Background: an optimization exercise with open tools, aiming at small area, a short achievable clock period and few clock cycles per item. Do not read the settings as production practice.
In this exercise RTL edits were held to simulation tests only and were not proved equivalent to the original.

Design led_serial, start of the top module:
module led_serial
   (
    clk,
    reset,
    keyi,
    datai,
    dataq,
    start,
    done);
   input          clk;
   input          reset;
   input  [127:0] keyi;
   input  [63:0]  datai;
   output [63:0]  dataq;
   input          start;
   output         done;
   reg  [63:0] state;
   reg  [5:0]  rc;      
   reg  [1:0]  cnt;     
   reg         ksel;    
   reg         busy;
   reg         done_r;  
   wire last = (rc == 6'h09);
   wire [63:0] s;
   wire [63:0] t;
   genvar i, r, c;
   generate
      for (i = 0; i < 16; i = i + 1) begin : g_sb
         led_sbox u_sb (.x(state[63-4*i -: 4]), .y(s[63-4*i -: 4]));
      end
      for (r = 0; r < 4; r = r + 1) begin : g_sr_r
         for (c = 0; c < 4; c = c + 1) begin : g_sr_c
            assign t[63-4*(r*4+c) -: 4] = s[63-4*(r*4 + (c+r)%4) -: 4];
         end
      end
   endgenerate
   wire [63:0] mc;
   generate
      for (c = 0; c < 4; c = c + 1) begin : g_mc
         wire [15:0] o;
         led_mcol u_mc (.i({t[63-4*c -: 4], t[63-4*(4+c) -: 4],
                            t[63-4*(8+c) -: 4], t[63-4*(12+c) -: 4]}), .o(o));
         assign mc[63-4*c -: 4]      = o[15:12];
         assign mc[63-4*(4+c) -: 4]  = o[11:8];
         assign mc[63-4*(8+c) -: 4]  = o[7:4];
         assign mc[63-4*(12+c) -: 4] = o[3:0];
      end
   endgenerate
   wire       step_end = (cnt == 2'd3);
   wire       use_k1 = ~busy | (step_end & ~ksel);
   wire       use_k2 = busy & step_end & ksel;
   wire [5:0] rca = busy ? rc : 6'h01;
   wire       addc = ~(busy & last);
   wire [63:0] cmask = addc ? {4'h8, 1'b0, rca[5:3], 8'h0,
                                4'h9, 1'b0, rca[2:0], 8'h0,
                                4'h2, 1'b0, rca[5:3], 8'h0,
                                4'h3, 1'b0, rca[2:0], 8'h0} : 64'h0;
   wire [63:0] mask = ({64{use_k1}} & keyi[127:64]) | ({64{use_k2}} & keyi[63:0]);
   wire [63:0] state_next = (busy ? mc : datai) ^ mask ^ cmask;
   always @(posedge clk)
     if (busy | start)
       state <= state_next;
   always @(posedge clk)
     if (start & ~busy) begin
        rc   <= 6'h03;
        cnt  <= 2'd0;
        ksel <= 1'b1;
     end else begin
  ...
Size: about 820 cells after synthesis, roughly 75 flip-flops, roughly 7700 sq um of cells after synthesis.
clock: 10.0 ns
lec_check: 0
cap_margin: 20
core_margin: 2
core_utilization: 40
place_density: 0.6
slew_margin: 20
standard.sh (not shown) runs the stock make flow with config.mk's settings and CLKGATE_MAP_FILE= SYNTH_SCRIPT=/design/flow/synth_recipe.tcl, a recipe that flattens the netlist after the stock synthesis.
==> flow/flow/run.sh <==
#!/bin/bash
# Layout flow: the standard flow, with two changes.
#  1. Synthesis maps the logic with the ABC script flow/abc.script in place of
#     ORFS's abc_speed.script (same Yosys script, registers untouched).
#  2. The ports are buffered by the smallest buffer, sky130_fd_sc_hd__buf_1,
#     instead of the one buffer_ports picks by default.
set -euo pipefail
here=$(pwd)
rm -rf "$here/scripts_abc"
cp -r "$FLOW_HOME/scripts" "$here/scripts_abc"
cp "$here/flow/abc.script" "$here/scripts_abc/abc_speed.script"
bash standard.sh "SCRIPTS_DIR=$here/scripts_abc" synth > synth.log 2>&1
bash standard.sh "BUFFER_PORTS_ARGS=-buffer_cell sky130_fd_sc_hd__buf_1" SETUP_SLACK_MARGIN=6.8 TNS_END_PERCENT=0 finish > layout.log 2>&1
==> flow/flow/abc.script <==
&get -n
&st
&deepsyn -T 60
&dch
&nf
&put
Testbench counts at the start, summed over its fixed seeds: cycles 2,352, items 48.
==> next run, changes <==
--- a/flow/flow/run.sh
+++ b/flow/flow/run.sh
@@ -12,2 +12,2 @@
 bash standard.sh "SCRIPTS_DIR=$here/scripts_abc" synth > synth.log 2>&1
-bash standard.sh "BUFFER_PORTS_ARGS=-buffer_cell sky130_fd_sc_hd__buf_1" SETUP_SLACK_MARGIN=6.8 TNS_END_PERCENT=0 finish > layout.log 2>&1
+bash standard.sh "BUFFER_PORTS_ARGS=-buffer_cell sky130_fd_sc_hd__buf_1" finish > layout.log 2>&1
==> flow/flow/abc.script (replaced) <==
&get -n
&st
&deepsyn -T 60
&dch
&nf -R 20
&put
- CTS_BUF_LIST: default -> sky130_fd_sc_hd__clkbuf_8
=> The changed run completed without violations; core utilization is lower by 1.5 points; sequential share of layout area is higher by 0.92 points; worst setup slack stays flat; final cell count is higher by 0.45%; sequential cell count stays the same.
==> next run, changes <==
--- a/flow/flow/run.sh
+++ b/flow/flow/run.sh
@@ -1,3 +1,3 @@
 #!/bin/bash
-# Layout flow: the standard flow, with two changes.
+# Layout flow: the standard flow, with three changes.
 #  1. Synthesis maps the logic with the ABC script flow/abc.script in place of
@@ -6,2 +6,6 @@
 #     instead of the one buffer_ports picks by default.
+#  3. The resizer's setup repair aims at 6.95 ns of slack on the worst path
+#     only (TNS_END_PERCENT=0), by upsizing gates and swapping pins (no new
+#     buffers). The SDC and the clock period are the standard flow's, unchanged.
+# Each step writes its full output to a log file of its own here.
 set -euo pipefail
@@ -12,2 +16,2 @@
 bash standard.sh "SCRIPTS_DIR=$here/scripts_abc" synth > synth.log 2>&1
-bash standard.sh "BUFFER_PORTS_ARGS=-buffer_cell sky130_fd_sc_hd__buf_1" finish > layout.log 2>&1
+bash standard.sh "BUFFER_PORTS_ARGS=-buffer_cell sky130_fd_sc_hd__buf_1" SETUP_SLACK_MARGIN=6.95 TNS_END_PERCENT=0 SETUP_MOVE_SEQUENCE=sizeup,swap finish > layout.log 2>&1
Result:
- final area climbs by about 1.1%
- die area stays the same
- worst setup slack improved by 0.059 ns
==> next run, changes <==
==> flow/flow/run.sh (replaced) <==
#!/bin/bash
# Layout flow: the standard flow, with two changes.
#  1. Synthesis maps the logic with the ABC script flow/abc.script in place of
#     ORFS's abc_speed.script (same Yosys script, registers untouched).
#  2. The ports are buffered by the smallest buffer, sky130_fd_sc_hd__buf_1,
#     instead of the one buffer_ports picks by default.
set -euo pipefail
here=$(pwd)
rm -rf "$here/scripts_abc"
cp -r "$FLOW_HOME/scripts" "$here/scripts_abc"
cp "$here/flow/abc.script" "$here/scripts_abc/abc_speed.script"
bash standard.sh "SCRIPTS_DIR=$here/scripts_abc" synth > synth.log 2>&1
bash standard.sh "BUFFER_PORTS_ARGS=-buffer_cell sky130_fd_sc_hd__buf_1" SETUP_SLACK_MARGIN=7.1 TNS_END_PERCENT=0 SETUP_MOVE_SEQUENCE=sizeup,swap finish > layout.log 2>&1
What happened: Design area climbs by 1.6%. Global-route usage does not change. Fmax stays flat. Register-to-register slack gets better by 0.07 ns. Worst hold slack hardly moves. Routed wire length grows by 0.47%. Area after synthesis does not change. Clock-buffer cell count does not change. Setup slack gets worse by 0.0035 ns.
==> next run, changes <==
--- a/flow/flow/run.sh
+++ b/flow/flow/run.sh
@@ -12,2 +12,2 @@
 bash standard.sh "SCRIPTS_DIR=$here/scripts_abc" synth > synth.log 2>&1
-bash standard.sh "BUFFER_PORTS_ARGS=-buffer_cell sky130_fd_sc_hd__buf_1" SETUP_SLACK_MARGIN=7.1 TNS_END_PERCENT=0 SETUP_MOVE_SEQUENCE=sizeup,swap finish > layout.log 2>&1
+bash standard.sh "BUFFER_PORTS_ARGS=-buffer_cell sky130_fd_sc_hd__buf_1" finish > layout.log 2>&1
==> flow/flow/abc.script (replaced) <==
&get -n
&st
&deepsyn -T 60
&dch
&nf -R 35
&put
Effect: The new run completed with no timing, DRC or antenna violations; via count barely changes; die area hardly moves.
==> next run, changes <==
==> flow/flow/abc.script (replaced) <==
&get -n
&st
&deepsyn -T 60
&dch
&nf
&put
- CTS_BUF_LIST: sky130_fd_sc_hd__clkbuf_8 -> default
- CTS_CLUSTER_DIAMETER: default -> 500
- CTS_CLUSTER_SIZE: default -> 100
After rerunning:
- design area rose by 3.6%
- worst setup slack improves by 0.041 ns

## static timing again, ports no longer ideal
In the flow no input, the clock included, has a driving cell. The finished layouts below were timed again as built, in two steps.
Step 1 sets driving cells, clkbuf_16 on the clock port and buf_2 on the other inputs (assumed; they add their load-dependent delay and slew).
Step 2 times the ports against the registers' clock, not the clock port: input delays grow and output delays shrink by t, the midpoint of the rising clock arrivals with the driver on.
Three values: ideal, step 1, step 2; two values: the first two.
run | t, ns | slack for setup (ns) | worst hold slack (ns) | worst setup path at the end | slew at the worst register clock pin (ns)
the first run | 0.383 | 6.824 / 6.824 / 6.698 | 0.426 / 0.426 / 0.426 | input to register | 0.07 / 0.07
the second run | 0.394 | 6.823 / 6.823 / 6.685 | 0.431 / 0.431 / 0.431 | input to register | 0.09 / 0.09
the third run | 0.406 | 6.882 / 6.847 / 6.694 | 0.426 / 0.426 / 0.426 | input to register | 0.09 / 0.09
the fourth run | 0.406 | 6.879 / 6.844 / 6.692 | 0.426 / 0.426 / 0.426 | input to register | 0.09 / 0.09
the fifth run | 0.413 | 6.767 / 6.767 / 6.694 | 0.442 / 0.442 / 0.442 | input to register | 0.09 / 0.09
the sixth run | 0.378 | 6.808 / 6.808 / 6.684 | 0.442 / 0.442 / 0.442 | input to register | 0.07 / 0.07
After both steps setup and hold are still met in every run listed. For the third run, which loses most, drivers alone change the setup slack by -0.035 ns; drivers and shift together by -0.188 ns.
